Source: an optimization exercise on an open RTL-to-GDS flow (aim: small area). Production flows keep margins and buffers that such runs may drop. Function was checked by simulation only, so behaviour that the tests miss may differ from the original.

**config.mk**
```make
export PLATFORM = sky130hd
export DESIGN_NAME = Cordic_hardware
export DESIGN_NICKNAME = Cordic_hardware
export VERILOG_FILES = /design/flow/design.v
export SDC_FILE = /design/flow/constraint.sdc
export NUM_CORES = 4
export LEC_CHECK = 0
export ABC_AREA = 1
export ABC_CLOCK_PERIOD_IN_PS = 11000
export CAP_MARGIN = 20
export CORE_MARGIN = 2
export CORE_UTILIZATION = 40
export PLACE_DENSITY = 0.5
export SETUP_SLACK_MARGIN = 0.2
export SLEW_MARGIN = 20
```
**constraint.sdc**
```tcl
create_clock -name core_clock -period 13.0 [get_ports {clk}]
set_input_delay 2.6000 -clock core_clock [delete_from_list [all_inputs] [get_ports {clk}]]
set_output_delay 2.6000 -clock core_clock [all_outputs]
set_load 0.01 [all_outputs]
```
**design.v**
```verilog
`timescale 1ns / 1ps
module bk24 (input [23:0] a, input [23:0] b, input ci, output [23:0] s, output co);
  wire [23:0] p = a ^ b;
  wire [23:0] g = a & b;
  wire g0c = g[0] | (p[0] & ci);
  wire G0 = g[1] | (p[1] & g0c);
  wire P0 = p[1] & p[0];
  wire G1 = g[3] | (p[3] & g[2]);
  wire P1 = p[3] & p[2];
  wire G2 = g[5] | (p[5] & g[4]);
  wire P2 = p[5] & p[4];
  wire G3 = g[7] | (p[7] & g[6]);
  wire P3 = p[7] & p[6];
  wire G4 = g[9] | (p[9] & g[8]);
  wire P4 = p[9] & p[8];
  wire G5 = g[11] | (p[11] & g[10]);
  wire P5 = p[11] & p[10];
  wire G6 = g[13] | (p[13] & g[12]);
  wire P6 = p[13] & p[12];
  wire G7 = g[15] | (p[15] & g[14]);
  wire P7 = p[15] & p[14];
  wire G8 = g[17] | (p[17] & g[16]);
  wire P8 = p[17] & p[16];
  wire G9 = g[19] | (p[19] & g[18]);
  wire P9 = p[19] & p[18];
  wire G10 = g[21] | (p[21] & g[20]);
  wire P10 = p[21] & p[20];
  wire G11 = g[23] | (p[23] & g[22]);
  wire P11 = p[23] & p[22];
  wire G12 = G1 | (P1 & G0);
  wire P12 = P1 & P0;
  wire G13 = G3 | (P3 & G2);
  wire P13 = P3 & P2;
  wire G14 = G5 | (P5 & G4);
  wire P14 = P5 & P4;
  wire G15 = G7 | (P7 & G6);
  wire P15 = P7 & P6;
  wire G16 = G9 | (P9 & G8);
  wire P16 = P9 & P8;
  wire G17 = G11 | (P11 & G10);
  wire P17 = P11 & P10;
  wire G18 = G13 | (P13 & G12);
  wire P18 = P13 & P12;
  wire G19 = G15 | (P15 & G14);
  wire P19 = P15 & P14;
  wire G20 = G17 | (P17 & G16);
  wire P20 = P17 & P16;
  wire G21 = G19 | (P19 & G18);
  wire P21 = P19 & P18;
  wire G22 = G20 | (P20 & G21);
  wire P22 = P20 & P21;
  wire G23 = G14 | (P14 & G18);
  wire P23 = P14 & P18;
  wire G24 = G16 | (P16 & G21);
  wire P24 = P16 & P21;
  wire G25 = G2 | (P2 & G12);
  wire P25 = P2 & P12;
  wire G26 = G4 | (P4 & G18);
  wire P26 = P4 & P18;
  wire G27 = G6 | (P6 & G23);
  wire P27 = P6 & P23;
  wire G28 = G8 | (P8 & G21);
  wire P28 = P8 & P21;
  wire G29 = G10 | (P10 & G24);
  wire P29 = P10 & P24;
  wire G30 = g[2] | (p[2] & G0);
  wire P30 = p[2] & P0;
  wire G31 = g[4] | (p[4] & G12);
  wire P31 = p[4] & P12;
  wire G32 = g[6] | (p[6] & G25);
  wire P32 = p[6] & P25;
  wire G33 = g[8] | (p[8] & G18);
  wire P33 = p[8] & P18;
  wire G34 = g[10] | (p[10] & G26);
  wire P34 = p[10] & P26;
  wire G35 = g[12] | (p[12] & G23);
  wire P35 = p[12] & P23;
  wire G36 = g[14] | (p[14] & G27);
  wire P36 = p[14] & P27;
  wire G37 = g[16] | (p[16] & G21);
  wire P37 = p[16] & P21;
  wire G38 = g[18] | (p[18] & G28);
  wire P38 = p[18] & P28;
  wire G39 = g[20] | (p[20] & G24);
  wire P39 = p[20] & P24;
  wire G40 = g[22] | (p[22] & G29);
  wire P40 = p[22] & P29;
  wire [24:0] c;
  assign c[0] = ci;
  assign c[1] = g0c;
  assign c[2] = G0;
  assign c[3] = G30;
  assign c[4] = G12;
  assign c[5] = G31;
  assign c[6] = G25;
  assign c[7] = G32;
  assign c[8] = G18;
  assign c[9] = G33;
  assign c[10] = G26;
  assign c[11] = G34;
  assign c[12] = G23;
  assign c[13] = G35;
  assign c[14] = G27;
  assign c[15] = G36;
  assign c[16] = G21;
  assign c[17] = G37;
  assign c[18] = G28;
  assign c[19] = G38;
  assign c[20] = G24;
  assign c[21] = G39;
  assign c[22] = G29;
  assign c[23] = G40;
  assign c[24] = G22;
  assign s = p ^ c[23:0];
  assign co = c[24];
endmodule
module bk8 (input [7:0] a, input [7:0] b, input ci, output [7:0] s, output co);
  wire [7:0] p = a ^ b;
  wire [7:0] g = a & b;
  wire g0c = g[0] | (p[0] & ci);
  wire G0 = g[1] | (p[1] & g0c);
  wire P0 = p[1] & p[0];
  wire G1 = g[3] | (p[3] & g[2]);
  wire P1 = p[3] & p[2];
  wire G2 = g[5] | (p[5] & g[4]);
  wire P2 = p[5] & p[4];
  wire G3 = g[7] | (p[7] & g[6]);
  wire P3 = p[7] & p[6];
  wire G4 = G1 | (P1 & G0);
  wire P4 = P1 & P0;
  wire G5 = G3 | (P3 & G2);
  wire P5 = P3 & P2;
  wire G6 = G5 | (P5 & G4);
  wire P6 = P5 & P4;
  wire G7 = G2 | (P2 & G4);
  wire P7 = P2 & P4;
  wire G8 = g[2] | (p[2] & G0);
  wire P8 = p[2] & P0;
  wire G9 = g[4] | (p[4] & G4);
  wire P9 = p[4] & P4;
  wire G10 = g[6] | (p[6] & G7);
  wire P10 = p[6] & P7;
  wire [8:0] c;
  assign c[0] = ci;
  assign c[1] = g0c;
  assign c[2] = G0;
  assign c[3] = G8;
  assign c[4] = G4;
  assign c[5] = G9;
  assign c[6] = G7;
  assign c[7] = G10;
  assign c[8] = G6;
  assign s = p ^ c[7:0];
  assign co = c[8];
endmodule
module cmp31 (input [30:0] a, input [30:0] b, output gt);
  wire [30:0] gl = a & ~b;
  wire [30:0] el = ~(a ^ b);
  wire cg0 = gl[1] | (el[1] & gl[0]);
  wire ce0 = el[1] & el[0];
  wire cg1 = gl[3] | (el[3] & gl[2]);
  wire ce1 = el[3] & el[2];
  wire cg2 = gl[5] | (el[5] & gl[4]);
  wire ce2 = el[5] & el[4];
  wire cg3 = gl[7] | (el[7] & gl[6]);
  wire ce3 = el[7] & el[6];
  wire cg4 = gl[9] | (el[9] & gl[8]);
  wire ce4 = el[9] & el[8];
  wire cg5 = gl[11] | (el[11] & gl[10]);
  wire ce5 = el[11] & el[10];
  wire cg6 = gl[13] | (el[13] & gl[12]);
  wire ce6 = el[13] & el[12];
  wire cg7 = gl[15] | (el[15] & gl[14]);
  wire ce7 = el[15] & el[14];
  wire cg8 = gl[17] | (el[17] & gl[16]);
  wire ce8 = el[17] & el[16];
  wire cg9 = gl[19] | (el[19] & gl[18]);
  wire ce9 = el[19] & el[18];
  wire cg10 = gl[21] | (el[21] & gl[20]);
  wire ce10 = el[21] & el[20];
  wire cg11 = gl[23] | (el[23] & gl[22]);
  wire ce11 = el[23] & el[22];
  wire cg12 = gl[25] | (el[25] & gl[24]);
  wire ce12 = el[25] & el[24];
  wire cg13 = gl[27] | (el[27] & gl[26]);
  wire ce13 = el[27] & el[26];
  wire cg14 = gl[29] | (el[29] & gl[28]);
  wire ce14 = el[29] & el[28];
  wire cg15 = cg1 | (ce1 & cg0);
  wire ce15 = ce1 & ce0;
  wire cg16 = cg3 | (ce3 & cg2);
  wire ce16 = ce3 & ce2;
  wire cg17 = cg5 | (ce5 & cg4);
  wire ce17 = ce5 & ce4;
  wire cg18 = cg7 | (ce7 & cg6);
  wire ce18 = ce7 & ce6;
  wire cg19 = cg9 | (ce9 & cg8);
  wire ce19 = ce9 & ce8;
  wire cg20 = cg11 | (ce11 & cg10);
  wire ce20 = ce11 & ce10;
  wire cg21 = cg13 | (ce13 & cg12);
  wire ce21 = ce13 & ce12;
  wire cg22 = gl[30] | (el[30] & cg14);
  wire ce22 = el[30] & ce14;
  wire cg23 = cg16 | (ce16 & cg15);
  wire ce23 = ce16 & ce15;
  wire cg24 = cg18 | (ce18 & cg17);
  wire ce24 = ce18 & ce17;
  wire cg25 = cg20 | (ce20 & cg19);
  wire ce25 = ce20 & ce19;
  wire cg26 = cg22 | (ce22 & cg21);
  wire ce26 = ce22 & ce21;
  wire cg27 = cg24 | (ce24 & cg23);
  wire ce27 = ce24 & ce23;
  wire cg28 = cg26 | (ce26 & cg25);
  wire ce28 = ce26 & ce25;
  wire cg29 = cg28 | (ce28 & cg27);
  wire ce29 = ce28 & ce27;
  assign gt = cg29;
endmodule
`timescale 1ns / 1ps
module fadd_front (input [31:0] a, input [31:0] b, input ha, input hb,
                   output sgn, output [7:0] expo, output [24:0] D);
  wire sa = a[31], sb = b[31];
  wire [7:0] ea = a[30:23], eb = b[30:23];
  wire bgrt;
  cmp31 u_cmp(.a(b[30:0]), .b(a[30:0]), .gt(bgrt));
  wire [7:0] dab, dba;
  wire cab, cba;
  bk8 u_ab(.a(ea), .b(~eb), .ci(1'b1), .s(dab), .co(cab));
  bk8 u_ba(.a(eb), .b(~ea), .ci(1'b1), .s(dba), .co(cba));
  wire [7:0] shift = bgrt ? dba : dab;
  assign expo = bgrt ? eb : ea;
  wire [23:0] big = bgrt ? {hb, b[22:0]} : {ha, a[22:0]};
  wire [23:0] sml = bgrt ? {ha, a[22:0]} : {hb, b[22:0]};
  wire [23:0] r0 = shift[0] ? {1'b0, sml[23:1]} : sml;
  wire [23:0] r1 = shift[1] ? {2'b0, r0[23:2]} : r0;
  wire [23:0] r2 = shift[2] ? {4'b0, r1[23:4]} : r1;
  wire [23:0] r3 = shift[3] ? {8'b0, r2[23:8]} : r2;
  wire [23:0] r4 = shift[4] ? {16'b0, r3[23:16]} : r3;
  wire [23:0] c = (shift[7] | shift[6] | shift[5]) ? 24'd0 : r4;
  wire sub = sa ^ sb;
  wire [23:0] sum;
  wire co;
  bk24 u_m(.a(big), .b(c ^ {24{sub}}), .ci(sub), .s(sum), .co(co));
  assign D = {co & ~sub, sum};
  assign sgn = sa ^ (bgrt & sub);
endmodule
module fadd_back (input sgn, input [7:0] expo, input [24:0] D, output [31:0] s);
  wire z16 = ~|D[24:9];
  wire [24:0] n1 = z16 ? {D[8:0], 16'd0} : D;
  wire z8 = ~|n1[24:17];
  wire [24:0] n2 = z8 ? {n1[16:0], 8'd0} : n1;
  wire z4 = ~|n2[24:21];
  wire [24:0] n3 = z4 ? {n2[20:0], 4'd0} : n2;
  wire z2 = ~|n3[24:23];
  wire [24:0] n4 = z2 ? {n3[22:0], 2'd0} : n3;
  wire z1 = ~n4[24];
  wire [24:0] n5 = z1 ? {n4[23:0], 1'b0} : n4;
  wire zero = ~n5[24];
  wire [4:0] u = {~z16, ~z8, ~z4, ~z2, ~z1};
  wire k5 = u[1] & u[2] & u[3] & u[4];
  wire [7:0] t = {~k5, ~k5, ~k5, u[4] ^ (u[1] & u[2] & u[3]), u[3] ^ (u[1] & u[2]), u[2] ^ u[1], ~u[1], u[0]};
  wire [7:0] eo;
  wire eco;
  bk8 u_e(.a(expo), .b(t), .ci(1'b0), .s(eo), .co(eco));
  assign s[22:0] = n5[23:1];
  assign s[30:23] = zero ? 8'd0 : eo;
  assign s[31] = sgn;
endmodule
module Adder_Subtractor (input [31:0] a, input [31:0] b, input ha, input hb, output [31:0] s);
  wire sgn;
  wire [7:0] expo;
  wire [24:0] D;
  fadd_front u_f(.a(a), .b(b), .ha(ha), .hb(hb), .sgn(sgn), .expo(expo), .D(D));
  fadd_back u_b(.sgn(sgn), .expo(expo), .D(D), .s(s));
endmodule
`timescale 1ns / 1ps
module RightShift #(parameter K = 0) (input [31:0] a, output [31:0] c, output nz);
  wire [7:0] e = a[30:23];
  wire [7:0] k = K;
  wire [8:0] b;
  wire [7:0] d;
  assign b[0] = 1'b0;
  genvar i;
  for (i = 0; i < 8; i = i + 1) begin : g
    assign d[i] = e[i] ^ k[i] ^ b[i];
    assign b[i+1] = (~e[i] & k[i]) | (~(e[i] ^ k[i]) & b[i]);
  end
  assign c[22:0] = a[22:0];
  assign c[30:23] = (e == 8'd0) ? 8'd0 : d;
  assign c[31] = a[31];
  assign nz = (e != 8'd0) & (e != k);
endmodule
`timescale 1ns / 1ps
module cordic #(parameter K = 0, parameter [31:0] ALPHA = 32'h0)
  (input clk, input [31:0] x1, input [31:0] y1, input [31:0] theta,
   input zx, output reg [33:0] x2, output reg [33:0] y2, output reg [31:0] theta2);
  wire [31:0] w1, w2, X1, Y1, alph, Theta2;
  wire nz1, nz2;
  RightShift #(.K(K)) shift1(.a(y1), .c(w1), .nz(nz1));
  RightShift #(.K(K)) shift2(.a(x1), .c(w2), .nz(nz2));
  assign Y1 = {theta[31] ? w1[31] : ~w1[31], w1[30:0]};
  assign X1 = {theta[31] ? ~w2[31] : w2[31], w2[30:0]};
  assign alph = {~theta[31], ALPHA[30:0]};
  wire mx = |x1[22:0], my = |y1[22:0];
  wire hx = x1[31] | (|x1[30:23]) | mx;
  wire hy = y1[31] | (|y1[30:23]) | my;
  wire hX1 = X1[31] | nz2 | mx;
  wire hY1 = Y1[31] | nz1 | my;
  wire ht = |theta;
  wire xs, ys;
  wire [7:0] xe, ye;
  wire [24:0] xd, yd;
  fadd_front as1(.a(x1), .b(Y1), .ha(hx), .hb(hY1), .sgn(xs), .expo(xe), .D(xd));
  fadd_front as2(.a(y1), .b(X1), .ha(hy), .hb(hX1), .sgn(ys), .expo(ye), .D(yd));
  Adder_Subtractor as3(.a(theta), .b(alph), .ha(ht), .hb(1'b1), .s(Theta2));
  always @(posedge clk) begin
    x2 <= zx ? 34'd0 : {xs, xe, xd};
    y2 <= zx ? 34'd0 : {ys, ye, yd};
    theta2 <= Theta2;
  end
endmodule
`timescale 1ns / 1ps
module Cordic_hardware (x1, y1, clk, clr, angle, x2, y2);
  input [31:0] x1, y1, angle;
  input clk, clr;
  output [31:0] x2, y2;
  localparam [32*11-1:0] ALPHAS = {32'h3D652EDC, 32'h3DE52ECE, 32'h3E652E94, 32'h3EE52DAF,
    32'h3F652A1B, 32'h3FE51BCA, 32'h4064E2AA, 32'h40E40022, 32'h41609474, 32'h41D4853A,
    32'h42340000};
  reg [3:0] age;
  wire full = (age == 4'd10);
  always @(posedge clk)
    if (clr) age <= 4'd0;
    else if (!full) age <= age + 4'd1;
  wire zout = clr | ~full;
  wire [33:0] xr [1:11];
  wire [33:0] yr [1:11];
  wire [31:0] x [0:11];
  wire [31:0] y [0:11];
  wire [31:0] t [0:11];
  assign x[0] = x1;
  assign y[0] = y1;
  assign t[0] = angle;
  genvar i;
  for (i = 0; i < 11; i = i + 1) begin : st
    cordic #(.K(i), .ALPHA(ALPHAS[32*i +: 32])) cordicblock (.clk(clk),
      .x1(x[i]), .y1(y[i]), .theta(t[i]), .zx(i == 10 ? zout : 1'b0),
      .x2(xr[i+1]), .y2(yr[i+1]), .theta2(t[i+1]));
    fadd_back nx(.sgn(xr[i+1][33]), .expo(xr[i+1][32:25]), .D(xr[i+1][24:0]), .s(x[i+1]));
    fadd_back ny(.sgn(yr[i+1][33]), .expo(yr[i+1][32:25]), .D(yr[i+1][24:0]), .s(y[i+1]));
  end
  assign x2 = x[11];
  assign y2 = y[11];
endmodule
```
**flow/run.sh**
```bash
#!/bin/bash
# Layout flow: the standard ORFS flow, except for technology mapping in
# synthesis (flow/mysynth.tcl): no full/half-adder cell extraction, the
# 24-bit prefix adders (module bk24) are kept as modules and mapped with
# flow/map_keep.abc, and the rest is mapped for area with flow/map.abc.
# The netlist is flattened before it is written; registers and every step
# after synthesis are as in the standard flow.
set -euo pipefail
W=$(pwd)
export MY_ABC_SCRIPT=$W/flow/map.abc
export MY_ABC_SCRIPT_KEEP=$W/flow/map_keep.abc
export MY_KEEP_MODULES="bk24"
bash standard.sh SYNTH_SCRIPT=$W/flow/mysynth.tcl ADDER_MAP_FILE= finish > $W/flow_make.log 2>&1
```
**flow/map.abc**
```
strash
&get -n
&deepsyn -T 60
&put
dch -f
amap -m -F 4 -A 8
topo
stime -p
buffer -p
upsize {D}
dnsize {D}
```
**flow/map_keep.abc**
```
strash
dch -f
amap -m -F 4 -A 8
topo
stime -p
buffer -p
upsize {D}
dnsize {D}
```
**flow/mysynth.tcl**
```tcl
# The standard flow's synthesis script (synth_recipe.tcl) with one change: technology
# mapping. The modules listed in MY_KEEP_MODULES (the prefix adders) are kept
# as separate modules through synthesis and mapped with MY_ABC_SCRIPT_KEEP, so
# that their carry structure is not rebuilt for area; the rest of the design
# is mapped with MY_ABC_SCRIPT. The design is flattened before it is written.
proc synth {args} { yosys synth -nofsm -noshare {*}$args }
set f [open $::env(SCRIPTS_DIR)/synth.tcl]
set txt [read $f]
close $f
set old {log_cmd abc {*}$abc_args}
set new {
  log_cmd abc {*}[lreplace $abc_args 1 1 $::env(MY_ABC_SCRIPT_KEEP)] {*}$::env(MY_KEEP_MODULES)
  log_cmd abc {*}[lreplace $abc_args 1 1 $::env(MY_ABC_SCRIPT)] $::env(DESIGN_NAME)
}
if { [string first $old $txt] < 0 } { error "abc call not found in synth.tcl" }
set txt [string map [list $old $new] $txt]
set old2 {hierarchy -check -top $::env(DESIGN_NAME)}
set new2 {hierarchy -check -top $::env(DESIGN_NAME)
foreach m $::env(MY_KEEP_MODULES) { setattr -mod -set keep_hierarchy 1 $m }}
if { [string first $old2 $txt] < 0 } { error "hierarchy call not found in synth.tcl" }
set txt [string map [list $old2 $new2] $txt]
eval $txt
# left out here: clear keep_hierarchy, flatten, clean up, hide names made inside functions, write 1_2_yosys.v
```
**standard.sh**
```bash
#!/bin/bash
# synth_recipe.tcl (not shown) runs the flow's synth.tcl, then flattens the netlist and writes it again
# the make line also repeats each setting of config.mk as NAME=value (left out here)
make -C /OpenROAD-flow-scripts/flow DESIGN_CONFIG=/design/flow/config.mk WORK_HOME=/design/flow/orfs CLKGATE_MAP_FILE= SYNTH_SCRIPT=/design/flow/synth_recipe.tcl "${@:-finish}"
```
==> out/summary.txt, run 1 <==
Synth Warn # = 12
RSZ-0062 raised after global routing = yes
total number of vias = 182000
GRT overflow = 0
WL final = 631 mm
final net count = 24300
most frequent CP cell = nand2_1
Setup violations, final = 0
Hold-fix buffers, CTS = 0
Post-Syn Instances = 24300
final hold vios = 0
CTS sink cnt = 1040
CP Launch Point = st[7].cordicblock.x2[24]
hpwl dp = 504 mm
Die X-Extent = 601 um
Critical Path AT = 13.03 ns
kind of critical path = reg2reg
Slew Limit Headroom = 0.160
CTS Buf Count = 140
drt via density = 6.25
Final Wtd Congestion = 1.02
CP endpoint = st[8].cordicblock.x2[24]
Hold Crit Class = reg2reg
Wirelength per Cell = 21.7 um
Detail Route Antenna Nets = 0
pin count of the biggest net entering global routing = 78
Worst-Margin Slew = 1.25 ns
number of remaining DRC errors = 0
CP max-delay cell = or4_1
outcome = finished clean
reg2reg end = st[8].cordicblock.x2[24]
reg-to-reg slack, setup = 0.75 ns
Peak Freq = 81.6 MHz
worst skew pair latency = 0.91 ns
Max stage delay on crit path = 0.56 ns
DR iter-0 viols = 20300
fin util = 0.452
Die Y = 601 um
Pins Over Slew Limit = 0
worst-path fanout max = 60
initial antenna violation count = 22
row count = 219
first-pass GRT wire length = 942 mm
starting density of the core = 0.401
Post-Syn Area = 143000 um2
RR Startpoint = st[7].cordicblock.x2[24]
Syn Area/Cell = 5.86 um2
Die Footprint = 361000 um2
IO Count = 162
Area Growth Syn to Fin = 12.6%
clock-pin slew on the worst setup and hold paths = 0.06 ns
Max-cap violations = 0
clock skew = 0.0958 ns
Tot GR Track Use = 0.321
core area = 355000 um2
CTS tree = built
clk root buf = clkbuf_16
Detailed Routing Iterations Pass 1 = 7
Final period util = 0.942
CTS Buffer Depth = 4
Worst EP required = 13.77 ns
vias in the first global route = 158000
worst reg2reg path depth = 57
Worst setup EP type = register
H-Tree Depth = 4
layout cells sized above 1 = 0.101
Worst Setup Start Kind = register
post-layout minimum cycle time = 12.25 ns
Port Buffers = 161
through the flow:
stage	worst slack [ns]	instances	hold slack [ns]	setup TNS [ns]	instance area, um2
3_5_place_dp	-0.380	28600	0.448	-1.93	151000
3_3_place_gp	-0.486	28600	0.446	-3.25	151000
6_report	0.748	29100	0.454	0	160000
4_1_cts	0.216	28900	0.456	0	156000
5_1_grt	0.0259	29100	0.491	0	160000
2_1_floorplan	1.82	24300	0.421	0	143000
layout make-up:
type                       instances  area [um2]
timing repair inverter            24         133
tap                             4751        5940
multi-input combinational      19200      109000
antenna                           20        50.0
timing repair buffer            1101        9300
clock inverter                    67         832
sequential                      1040       20800
fill                           38800      195000
clock buffer                     183        3920
inverter                        2775       10700
cell usage in the layout, fill, tap and decap left out, types with 237 or more instances in the layout:
| cell | n |
|---|---|
| o22ai_1 | 3560 |
| nor2_1 | 3408 |
| a21oi_1 | 2541 |
| inv_1 | 2485 |
| nand2_1 | 2272 |
| o21ai_0 | 2190 |
| dfxtp_1 | 1039 |
| buf_4 | 855 |
| o22a_1 | 827 |
| o221ai_1 | 352 |
| o21ai_1 | 332 |
| nand3_1 | 300 |
| a31oi_1 | 283 |
| o21a_1 | 237 |
critical path: cells and delay by family, from the launching register on:
kind            cells  cell delay (ns)
compound gates     24             5.73
flops               1             0.34
buf+inv            12             2.57
simple gates       21             3.44
state kept, by name, indices dropped and copies added, names as in the netlist:
| register | cells |
|---|---|
| st.cordicblock.theta2 | 288 |
| st.cordicblock.x2 | 374 |
| age | 4 |
| st.cordicblock.y2 | 374 |
routing by layer:
metal	vias up	part of all wire	GRT usage
li1	90400	-	-
met2	7522	0.43	0.505
met5	-	0.000057	0
met4	6	0.033	0.0982
met3	1049	0.075	0.0348
met1	83200	0.46	0.457
what timing repair did:
action | in CTS | in global routing
gates cloned | 2 | 45
pin swaps | 4 | 79
endpoints found under the setup margin | 60 | 495
endpoints found under the hold margin | 0 | 0
buffers inserted | 5 | 194
resized for setup | 17 | 756
worst min path at each step:
stage,startpoint,end,depth (start not counted)
finish,age[3],age[3],1
global route,age[3],age[3],1
CTS,age[3],age[3],1
detailed placement,age[3],age[3],1
global placement,age[3],age[3],1
floorplan,age[3],age[3],1
==> inputs of run 2 (changes only) <==
--- a/config.mk
+++ b/config.mk
@@ -12,4 +12,4 @@
 export CORE_UTILIZATION = 40
 export PLACE_DENSITY = 0.5
-export SETUP_SLACK_MARGIN = 0.2
+export SETUP_SLACK_MARGIN = 0.05
 export SLEW_MARGIN = 20
==> run 2 against run 1 <==
  * Clock skew decreased by 0.0034 ns
  * Core utilization decreased by 0.25 points
  * Worst setup slack improved by 0.077 ns
  * Cell count decreased by 0.21%
  * Critical path type unchanged
  * Critical endpoint unchanged
==> out/summary.txt, run 2 <==
number of remaining DRC errors = 0 (unchanged)
Final Wtd Congestion = 1.02 (unchanged)
Pins Over Slew Limit = 0 (unchanged)
Die Y = 601 um (unchanged)
CTS sink cnt = 1040 (unchanged)
clock-pin slew on the worst setup and hold paths = 0.06 ns (about the same)
IO Count = 162 (unchanged)
drt via density = 6.24 (-0.17%)
Worst-Margin Slew = 1.25 ns (+0.00768 ns)
final net count = 24300 (-0.25%)
Peak Freq = 82.1 MHz (+0.63%)
DR iter-0 viols = 20100 (-1.1%)
Syn Area/Cell = 5.86 um2 (unchanged)
CTS Buffer Depth = 4 (unchanged)
Port Buffers = 161 (unchanged)
Wirelength per Cell = 21.6 um (about the same)
CTS Buf Count = 140 (unchanged)
Post-Syn Area = 143000 um2 (unchanged)
Slew Limit Headroom = 0.164 (+0.00366)
post-layout minimum cycle time = 12.18 ns (-0.0772 ns)
DR top layer = met5
top flop regs = st.cordicblock.x2: 374 flops, st.cordicblock.y2: 374 flops, st.cordicblock.theta2: 288 flops
Final Cell Area = 160000 um2 (-0.56%)
hold_ws = 0.454 ns (-0.0000840 ns)
Tot GR Track Use = 0.321 (about the same)
vias in the first global route = 158000 (-0.024%)
CP Launch Point = st[7].cordicblock.x2[24]
Max-cap violations = 0 (unchanged)
met3 WL = 46.9 mm (-0.33%)
GRT overflow = 0 (unchanged)
routed length on met2 = 272 mm (-0.38%)
Die Footprint = 361000 um2 (unchanged)
Max stage delay on crit path = 0.56 ns (about the same)
RSZ-0062 raised after global routing = yes
Setup violations, final = 0 (unchanged)
CP max-delay cell = or4_1
Hold Crit Start = age[3]
starting density of the core = 0.401 (unchanged)
fin util = 0.449 (-0.00253)
Area Growth Syn to Fin = 12.0%
Detail Route Antenna Nets = 0 (unchanged)
commonest cells after routing, fill and taps aside = 3564 x o22ai_1, 3410 x nor2_1, 2553 x a21oi_1
row count = 219 (unchanged)
initial antenna violation count = 23 (+4.5%)
most common cell after layout, fill and taps aside = o22ai_1
Worst Setup Start Kind = register
worst skew pair latency = 0.91 ns (about the same)
first-pass GRT wire length = 941 mm (about the same)
H-Tree Depth = 4 (unchanged)
Post-Syn Instances = 24300 (unchanged)
CTS tree = built
RR Startpoint = st[7].cordicblock.x2[24]
WL final = 629 mm (-0.31%)
Synth Warn # = 12 (unchanged)
Hold-fix buffers, CTS = 0 (unchanged)
outcome = finished clean
Critical Path AT = 12.89 ns (-0.14 ns)
layout cells sized above 1 = 0.0964 (-0.00427)
hpwl dp = 504 mm (unchanged)
Worst EP required = 13.71 ns (-0.06 ns)
total number of vias = 181000 (-0.38%)
pin count of the biggest net entering global routing = 78 (unchanged)
Worst setup EP type = register
final hold vios = 0 (unchanged)
Detailed Routing Iterations Pass 1 = 12 (+5)
kind of critical path = reg2reg
Die X-Extent = 601 um (unchanged)
Hold Crit Class = reg2reg
met1 WL = 289 mm (-0.22%)
core area = 355000 um2 (unchanged)
clock skew = 0.0925 ns (-0.00336 ns)
Final period util = 0.937 (-0.00593)
Post-DP Area = 151000 um2 (unchanged)
worst-path fanout max = 60 (unchanged)
clk root buf = clkbuf_16
-- run 2: worst max-delay path: cells and delay by family, from the launching register on --
family,cells,cell delay [ns]
and+or+nand+nor,18,2.81
DFF,1,0.34
buffers and inverters,13,2.65
AOI/OAI and AO/OA,25,6.18
-- run 2: stage by stage --
stage	setup TNS, ns	instances	setup slack [ns]
final	0	29100	0.825
after global routing	-0.241	29100	-0.0718
after CTS	0	28900	0.0702
after detailed placement	-1.93	28600	-0.380
after global placement	-3.25	28600	-0.486
after floorplan	0	24300	1.82
-- run 2: path summary, 6_finish.rpt --
| path | to | slack (ns) | depth (start not counted) |
|---|---|---|---|
| setup reg to reg | st[8].cordicblock.x2[24] | 0.82 | 56 |
| hold / removal | age[3] | 0.45 | 1 |
| setup / recovery | st[8].cordicblock.x2[24] | 0.82 | 56 |
| hold reg to reg | age[3] | 0.45 | 1 |
-- run 2: final cells by class --
class | count | area [um2]
Fill cell | 38800 | 196000
Multi-Input combinational cell | 19200 | 108000
Sequential cell | 1040 | 20800
Inverter | 2775 | 10700
Timing Repair Buffer | 1042 | 8750
Tap cell | 4751 | 5940
Clock buffer | 183 | 3920
Clock inverter | 67 | 832
Timing Repair inverter | 22 | 115
Antenna cell | 19 | 47.5
-- run 2: what timing repair did --
action,CTS,global route
gates cloned,2,39
pin swaps,2,61
endpoints found under the setup margin,31,463
buffers inserted,3,141
resized for setup,10,646
-- run 2: layer usage --
layer  track usage  up-vias
li1              -    90300
met1         0.458    82700
met2         0.505     7376
met3        0.0346     1069
met4        0.0974        8
met5             0        -
==> inputs of run 3 (changes only) <==
--- a/config.mk
+++ b/config.mk
@@ -10,6 +10,7 @@
 export CAP_MARGIN = 20
 export CORE_MARGIN = 2
-export CORE_UTILIZATION = 40
-export PLACE_DENSITY = 0.5
-export SETUP_SLACK_MARGIN = 0.05
+export CORE_UTILIZATION = 50
+export GPL_TIMING_DRIVEN = 0
+export PLACE_DENSITY = 0.6
+export SETUP_SLACK_MARGIN = 0.4
 export SLEW_MARGIN = 20
==> run 3 against run 2 <==
  * Sequential cell count stayed put
  * Largest cell class unchanged
  * Global-route usage increased by 8.0 points
  * Non-clock buffer count is 634 higher
  * Highest routed layer unchanged
==> out/summary.txt, run 3 <==
outcome = finished clean
Die X-Extent = 538 um (-10%)
Synth Warn # = 12 (unchanged)
total number of vias = 191000 (+5.1%)
hpwl dp = 500 mm (-0.77%)
pin count of the biggest net entering global routing = 16 (-79%)
layout cells sized above 1 = 0.0802 (-0.0162)
Setup violations, final = 0 (unchanged)
Fillers = 29400 (-24%)
Wirelength per Cell = 21.8 um (+0.89%)
final net count = 24900 (+2.5%)
first-pass GRT wire length = 940 mm (-0.17%)
IO Count = 162 (unchanged)
Slew Limit Headroom = 0.102 (-0.0616)
final worst setup slack = 0.654 ns (-0.171 ns)
CTS sink cnt = 1040 (unchanged)
Max-cap violations = 0 (unchanged)
Worst-Margin Slew = 1.35 ns (+0.0925 ns)
Placed Cells = 28300 (-1.3%)
worst-path fanout max = 10 (-83%)
GRT overflow = 0 (unchanged)
Area Growth Syn to Fin = 11.2%
clk root buf = clkbuf_16
H-Tree Depth = 4 (unchanged)
number of remaining DRC errors = 0 (unchanged)
Final Non-Filler Cells = 28700 (-1.4%)
core area = 284000 um2 (-20%)
Max stage delay on crit path = 0.87 ns (+0.31 ns)
Tot GR Track Use = 0.401 (+0.0799)
DR iter-0 viols = 26100 (+30%)
initial antenna violation count = 26 (+13%)
row count = 196 (-11%)
Worst setup EP type = register
WL final = 626 mm (-0.54%)
post-layout minimum cycle time = 12.35 ns (+0.171 ns)
final hold vios = 0 (unchanged)
Die Y = 538 um (-10%)
Hold-fix buffers, CTS = 0 (unchanged)
Post-Syn Area = 143000 um2 (unchanged)
vias in the first global route = 167000 (+5.3%)
clock skew = 0.0720 ns (-0.0204 ns)
top flop regs = st.cordicblock.x2: 374 flops, st.cordicblock.y2: 374 flops, st.cordicblock.theta2: 288 flops
CTS Buf Count = 134 (-4.3%)
Detail Route Antenna Nets = 0 (unchanged)
CTS Buffer Depth = 4 (unchanged)
Pins Over Slew Limit = 0 (unchanged)
Detailed Routing Iterations Pass 1 = 16 (+4)
commonest cells after routing, fill and taps aside = 3513 x o22ai_1, 3378 x nor2_1, 2517 x inv_1
clock-pin slew on the worst setup and hold paths = 0.06 ns (about the same)
drt via density = 6.65 (+6.6%)
Worst Setup Start Kind = register
RSZ-0062 raised after global routing = yes
Post-Syn Instances = 24300 (unchanged)
CP max-delay cell = a21oi_1
Final period util = 0.950 (+0.0131)
Final Wtd Congestion = 1.14 (+12%)
Peak Freq = 81.0 MHz (-1.4%)
dpl ws = -0.569 ns (-0.189 ns)
most common cell after layout, fill and taps aside = o22ai_1
Worst EP required = 13.74 ns (+0.03 ns)
final setup TNS = 0 ns (unchanged)
kind of critical path = reg2reg
CTS tree = built
Die Footprint = 289000 um2 (-20%)
starting density of the core = 0.501 (+0.100)
Hold Crit Class = reg2reg
worst skew pair latency = 0.87 ns (-0.04 ns)
Port Buffers = 160 (-0.62%)
Critical Path AT = 13.09 ns (+0.20 ns)
Syn Area/Cell = 5.86 um2 (unchanged)
## run 3: final timing paths
kind | from | endpoint | cells past startpoint | slack (ns)
setup / recovery | st[0].cordicblock.x2[24] | st[1].cordicblock.x2[24] | 63 | 0.65
setup reg to reg | st[0].cordicblock.x2[24] | st[1].cordicblock.x2[24] | 63 | 0.65
hold reg to reg | age[3] | age[3] | 1 | 0.46
hold / removal | age[3] | age[3] | 1 | 0.46
## run 3: metrics by stage
step / hold slack [ns] / utilization / instance area (um2)
global placement: 0.441 / 0.524 / 149000
global route: 0.476 / 0.557 / 158000
finish: 0.461 / 0.557 / 158000
floorplan: 0.421 / - / 143000
detailed placement: 0.448 / 0.524 / 149000
CTS: 0.457 / 0.541 / 154000
## run 3: critical path: cells and delay by family (launching register included)
family	cells	cell delay (ns)
AND/OR/NAND/NOR	21	4.11
AO/OA/AOI/OAI	32	5.79
flip-flops	1	0.33
buffers and inverters	10	2.02
## run 3: cell type report
class,count,area (um2),share of cell area
clock buffer,164,3670,0.0232
clock inverter,63,634,0.00400
inverter,2775,10400,0.0659
multi-input combinational,19200,110000,0.692
tap,3762,4710,0.0297
antenna,16,40.0,0.000253
timing repair inverter,1,5.00,0.0000316
sequential,1040,20800,0.131
timing repair buffer,322,2870,0.0181
buffer,1354,5660,0.0357
## run 3: what timing repair did
| item | 4_1_cts | 5_1_grt |
|---|---|---|
| setup endpoints to repair | 153 | 600 |
| resized for setup | 115 | 951 |
| pin swaps | 6 | 117 |
| gates cloned | 0 | 2 |
| buffers inserted | 6 | 152 |
## run 3: routing by layer
layer | GRT usage | part of all wire | up-vias
li1 | - | - | 91400
met1 | 0.519 | 0.41 | 85500
met2 | 0.623 | 0.42 | 11300
met3 | 0.0879 | 0.11 | 2470
met4 | 0.209 | 0.065 | 20
met5 | 0 | 0.00031 | -

## separate check: timing with driven ports
How much do the figures lean on ideal ports? The routed layouts below were timed once more, with nothing changed but the port constraints.
Step 1, drivers: a clkbuf_16 drives clk and a buf_2 each remaining input, both assumed.
Step 2 also shifts input and output timing later by t, the mid clock arrival at the registers, as if the neighbouring blocks saw the same clock.
Slacks: ideal / step 1 / step 2; pairs: ideal / step 1.
run	shift t [ns]	slack for setup (ns)	pins driven straight from the clock port
run 1	0.978	0.748 / 0.748 / 0.305	1
run 2	0.976	0.825 / 0.825 / 0.306	1
run 3	0.949	0.654 / 0.654 / 0.336	1
After both steps setup and hold are still met in every run listed. The setup slack of run 2, which loses most, moves by 0.000 ns with the drivers and by -0.519 ns with both steps.
